This design comes from an exercise in tuning for a short achievable clock period and few clock cycles per item on the open sky130 flow, not from production work. Only simulation tests tie the RTL to the original design; equivalence was not proved. Power figures rest on the tool's default switching activity, not on a simulated workload.

**flow/design.v**
```verilog
module ALU(
    clk,
    rst_n,
    valid,
    ready,
    mode,
    in_A,
    in_B,
    out
);
    input         clk, rst_n;
    input         valid;
    input  [1:0]  mode;  
    output        ready;
    input  [31:0] in_A, in_B;
    output [63:0] out;
    parameter IDLE = 3'd0;
    parameter MUL  = 3'd1;
    parameter DIV  = 3'd2;
    parameter AND = 3'd3;
    parameter OR = 3'd4;
    parameter OUT  = 3'd5;
    reg  [ 2:0] state, state_nxt;
    reg  [ 4:0] counter, counter_nxt;
    reg  [63:0] shreg, shreg_nxt;
    reg  [31:0] alu_in, alu_in_nxt;
    reg  [32:0] alu_out;
    reg         ready;
    assign out = shreg;
    always @(*) begin
        if(state==OUT) ready = 1;
        else ready = 0;
    end
    always @(*) begin
        case(state)
            IDLE: begin
                if(!valid)                state_nxt = IDLE;
                else if(valid && mode==0) state_nxt = MUL;
                else if(valid && mode==1) state_nxt = DIV;
                else if(valid && mode==2) state_nxt = AND;
                else                      state_nxt = OR;
            end
            MUL : state_nxt = (counter==31) ? OUT : MUL;
            DIV : state_nxt = (counter==31) ? OUT : DIV;
            AND : state_nxt = OUT;
            OR  : state_nxt = OUT;
            OUT : state_nxt = IDLE;
            default : state_nxt = IDLE;
        endcase
    end
    always @(*) begin
        if(state==MUL && counter<31) begin
            counter_nxt = counter + 1;
        end
        else if(state==DIV && counter<31) begin
            counter_nxt = counter + 1;
        end
        else begin
            counter_nxt = 0;
        end
    end
    always @(*) begin
        case(state)
            IDLE: begin
                if (valid) begin
                    alu_in_nxt = in_B;
                end
                else begin
                    alu_in_nxt = 0;
                end
            end
            OUT : begin
                alu_in_nxt = 0;
            end
            default: begin
                alu_in_nxt = alu_in;
            end
        endcase
    end
    always @(*) begin
        case(state)
            IDLE: alu_out = 0;
            MUL : begin
                if(shreg[0]==1)
                    alu_out = alu_in + shreg[63:32];
                else
                    alu_out = shreg[63:32];
            end
            DIV : begin
                if(shreg[62:31]>=alu_in) begin
                    alu_out = shreg[62:31] - alu_in;
                end
                else begin 
                    alu_out = shreg[62:31];
                end
            end
            AND : alu_out = shreg[31:0] & alu_in;
            OR  : alu_out = shreg[31:0] | alu_in;
            OUT : alu_out = 0;
            default : alu_out = 0;
        endcase
    end
    always @(*) begin
        case(state)
            IDLE: begin
                if (valid) begin
                    shreg_nxt[31:0] = in_A;
                    shreg_nxt[63:32] = 32'b0;
                end
                else begin
                    shreg_nxt[31:0] = 0;
                    shreg_nxt[63:32] = 32'b0;
                end
            end
            MUL : begin
                shreg_nxt = {alu_out, shreg[31:1]};
            end
            DIV : begin
                shreg_nxt = {alu_out[31:0], shreg[30:0], (shreg[62:31]>=alu_in)};
            end
            AND : shreg_nxt = {31'b0, alu_out};
            OR  : shreg_nxt = {31'b0, alu_out};
            OUT :  
            shreg_nxt = shreg;
            default :  
            shreg_nxt = shreg;
        endcase
    end
    always @(posedge clk or negedge rst_n) begin
        if (!rst_n) begin
            state <= IDLE;
            counter <= 0;
            shreg <= 0;
            alu_in <= 0;
        end
        else begin
            state <= state_nxt;
            counter <= counter_nxt;
            shreg <= shreg_nxt;
            alu_in <= alu_in_nxt;
        end
    end
endmodule
```
**flow/run.sh**
```bash
#!/bin/bash
# synth_recipe.tcl (not shown) runs the flow's synth.tcl, then flattens the netlist and writes it again
# the make line also repeats each setting of config.mk as NAME=value (left out here)
make -C /OpenROAD-flow-scripts/flow DESIGN_CONFIG=/design/flow/config.mk WORK_HOME=/design/flow/orfs CLKGATE_MAP_FILE= SYNTH_SCRIPT=/design/flow/synth_recipe.tcl finish
```
**flow/config.mk**
```make
export PLATFORM = sky130hd
export DESIGN_NAME = ALU
export DESIGN_NICKNAME = ALU
export VERILOG_FILES = /design/flow/design.v
export SDC_FILE = /design/flow/constraint.sdc
export NUM_CORES = 4
export LEC_CHECK = 0
export CAP_MARGIN = 20
export CORE_MARGIN = 2
export CORE_UTILIZATION = 40
export SLEW_MARGIN = 20
```
**flow/constraint.sdc**
```tcl
create_clock -name core_clock -period 8.0 [get_ports {clk}]
set_input_delay 1.6000 -clock core_clock [delete_from_list [all_inputs] [get_ports {clk}]]
set_output_delay 1.6000 -clock core_clock [all_outputs]
set_load 0.01 [all_outputs]
```
==> qor.csv <==
metric,value,unit
antenna violations before repair,0,
DRC Markers,0,
#FFs+latches synth,104,
clk sinks,104,
Die Ht,155,um
Clock Tree Root,clkbuf_16,
worst-path fanout max,25,
slowest stage cell on the critical path,dfrtp_1,
Final Hold Fails,0,
"delay-heaviest family, CP",buffers and inverters,
cts hold-fix bufs,0,
first-pass iteration count of the detailed router,5,
Total GRT Usage,26.1,%
Vias,9245,
share of layout cells above drive strength 1,4.64,%
Fin Setup TNS,0,ps
Rel. slew slack,31.8,%
Netlist cell types,67,
GRT Residual Overflow,0,
Post-Syn Instances,1129,
Mean Syn Cell Area,8.12,sq um
Core ar.,22600,sq um
FP Rows,55,
post-route clock period utilization,56.3,%
die area,24100,sq um
hold_ws,485,ps
CP cell instances,inv_1 > nor3_1 > clkdlybuf4s50_1,
"Seq/Total Area, Yosys",28.4,%
RSZ-0062 raised after global routing,false,
required time of the critical path,6400,ps
number of flops mapped to enable cells by yosys,0,
status,finished clean,
WP data arrival,2900,ps
Worst Hold Class,flip-flop to flip-flop,
PortBufs,133,
chip width,155,um
Worst path max stage delay,910,ps
ANT nets after route,0,
HPWL Detailed,22900,um
Finished Cell Area,11000,sq um
syn_nets,1266,
Layout Skew,16.1,ps
first-pass GRT wire length,49700,um
Crit Path Category,flip-flop to output port,
vias per inst,6.11,
DP Area,10700,sq um
Pleak,4.74,nW
H-Tree Depth,3,
reg2reg setup slack,4370,ps
predominant post-synthesis flop cell,dfrtp_1,
fmax,222,MHz
Clock Pin Slew Worst Setup and Hold Paths,90,ps
Post-CTS Setup Bufs,0,
CP Launch Type,flip-flop,
WP buf/inv,2,
Total Nets Final,1361,
Syn Std Cell Area,9160,sq um
# Max-Cap Violations,0,
fin. max-slew vios,0,
Final min period,4500,ps
CTS tree,done,
actual slew at the worst max-slew pin,1020,ps
final-report setup violation count,0,
Synth async-reset ratio,100,%
VDD IR max,0.000234,V
P&R area growth vs syn,20.6,%
CTS Buf Count,9,
YS warnings,1,
pin count of the biggest net entering global routing,74,
power per standard cell area,488,nW/um^2
vias in the first global route,8707,
Critical Path End Type,output port,
Initial Utilization,40.6,%
routed len/inst,20.9,um
# resized after CTS,0,
fillcell total,2232,
Max Buffers Root-to-Sink,2,
later-pin clock latency in the skew report,380,ps
Antenna diodes,0,
WL final,31600,um
# IOs,134,
initial DRC count,650,
routability cong.,0.890,
==> state kept, by name, indices dropped and copies added, names as in the netlist <==
register	cells
state	3
counter	5
alu_in	32
shreg	64
==> synth_stat cells, drive strengths merged (6+ instances only) <==
library cell,number,area [sq um]
nand3,14,70.1
a221o,21,210
o22ai,17,106
and2,10,62.6
dfrtp,104,2600
xnor2,33,289
xor2,24,210
inv,51,191
a211oi,16,130
mux2i,24,240
ha,66,826
nor3,17,85.1
buf,10,61.3
a22oi,6,45.0
nand2,106,398
a21oi,154,771
o21ai,82,410
a32oi,7,68.8
a31oi,11,68.8
nand2b,10,62.6
a21o,21,158
a22o,35,307
nor2,81,312
o221ai,16,146
and3,22,138
o21a,16,120
clkbuf,56,210
nand4,9,56.3
o211ai,32,245
==> metal layers <==
layer	vias up	GRT usage (%)	part of all wire, %
li1	4435	-	-
met1	4483	38.8	48
met2	292	39.7	44
met3	35	3.26	5.6
met4	0	7.38	2.1
met5	-	0	0
==> through the flow <==
step | power [mW] | setup slack, ps | instances | util (%)
floorplan | 3.76 | 5030 | 1129 | -
global placement | 4.83 | 4040 | 1497 | 47.5
detailed placement | 4.85 | 3960 | 1497 | 47.5
CTS | 5.34 | 3560 | 1513 | 48.8
global route | 5.85 | 3370 | 1514 | 48.9
finish | 5.39 | 3500 | 1514 | 48.9
==> worst register-to-register path: stages (launching register included) <==
cell	delay (ps)
dfrtp_1	420
inv_1	190
ha_1	390
a211oi_2	260
o21ai_1	110
a41o_1	260
a311oi_1	330
o21bai_1	160
nor2_4	500
buf_4	440
o21ai_1	130
a221o_1	320
==> cell families after synthesis <==
| logic type | synth area share [%] |
|---|---|
| muxes | 2.74 |
| DFF | 28.4 |
| xor gates and xnor gates | 5.45 |
| adders and majority gates | 9.45 |
| and+or+nand+nor | 14.2 |
| buffers and inverters | 5.05 |
| AOI/OAI and AO/OA | 34.7 |
==> final cells by class <==
| class | instances | area [sq um] | share of cell area, % |
|---|---|---|---|
| inverters | 51 | 191 | 1.73 |
| clock inverters | 7 | 70.1 | 0.634 |
| repair buffers | 150 | 1480 | 13.4 |
| clock buffers | 9 | 225 | 2.04 |
| well taps | 285 | 357 | 3.23 |
| flip-flops and latches | 104 | 2600 | 23.6 |
| multi-input cells | 908 | 6120 | 55.4 |
==> worst paths after layout <==
path                              end  cells past startpoint        from
min reg2reg                counter[0]                      1  counter[0]
min in group asynchronous    shreg[7]                      1       rst_n
max in group asynchronous  alu_in[13]                      2       rst_n
max reg2reg                 shreg[39]                     11  alu_in[18]
min                        counter[0]                      1  counter[0]
max                             ready                      3    state[0]
==> cell usage in the layout, fill, tap and decap left out, types with 24 or more instances in the layout <==
cell / Yosys / final
nor2_1: 80 / 79
xor2_1: 24 / 24
dfrtp_1: 104 / 104
nand2_1: 106 / 106
o21ai_0: 62 / 61
a22o_1: 35 / 35
ha_1: 66 / 66
a21oi_1: 154 / 153
mux2i_1: 24 / 24
o211ai_1: 31 / 31
clkdlybuf4s50_1: 0 / 132
inv_1: 51 / 51
xnor2_1: 33 / 33
==> power by group <==
part           total [mW]  internal (mW)  switching (mW)
Clock               0.468          0.222           0.246
Sequential           1.07          0.729           0.339
Combinational        3.85           1.62            2.23
Testbench counts, summed over its fixed seeds: cycles 35,675, items 1,920.

[port drivers added, routing unchanged]
The flow's constraints put no driver on any port. The routed layout listed below was extracted and timed again, unchanged, in two steps.
Step 1 sets driving cells, clkbuf_16 on the clock port and buf_2 on the other inputs (assumed; they add their load-dependent delay and slew).
Step 2 also shifts input and output timing later by t, the mid clock arrival at the registers, as if the neighbouring blocks saw the same clock.
Slacks: no drivers / after step 1 / after step 2; pairs: no drivers / after step 1.
t (ns): 0.416
setup WS [ns]: 3.497 / 3.448 / 3.865
pins driven straight from the clock port: 1
After both steps setup and hold are still met in this run. The setup slack of this run moves by -0.049 ns with the drivers and by +0.368 ns with both steps.
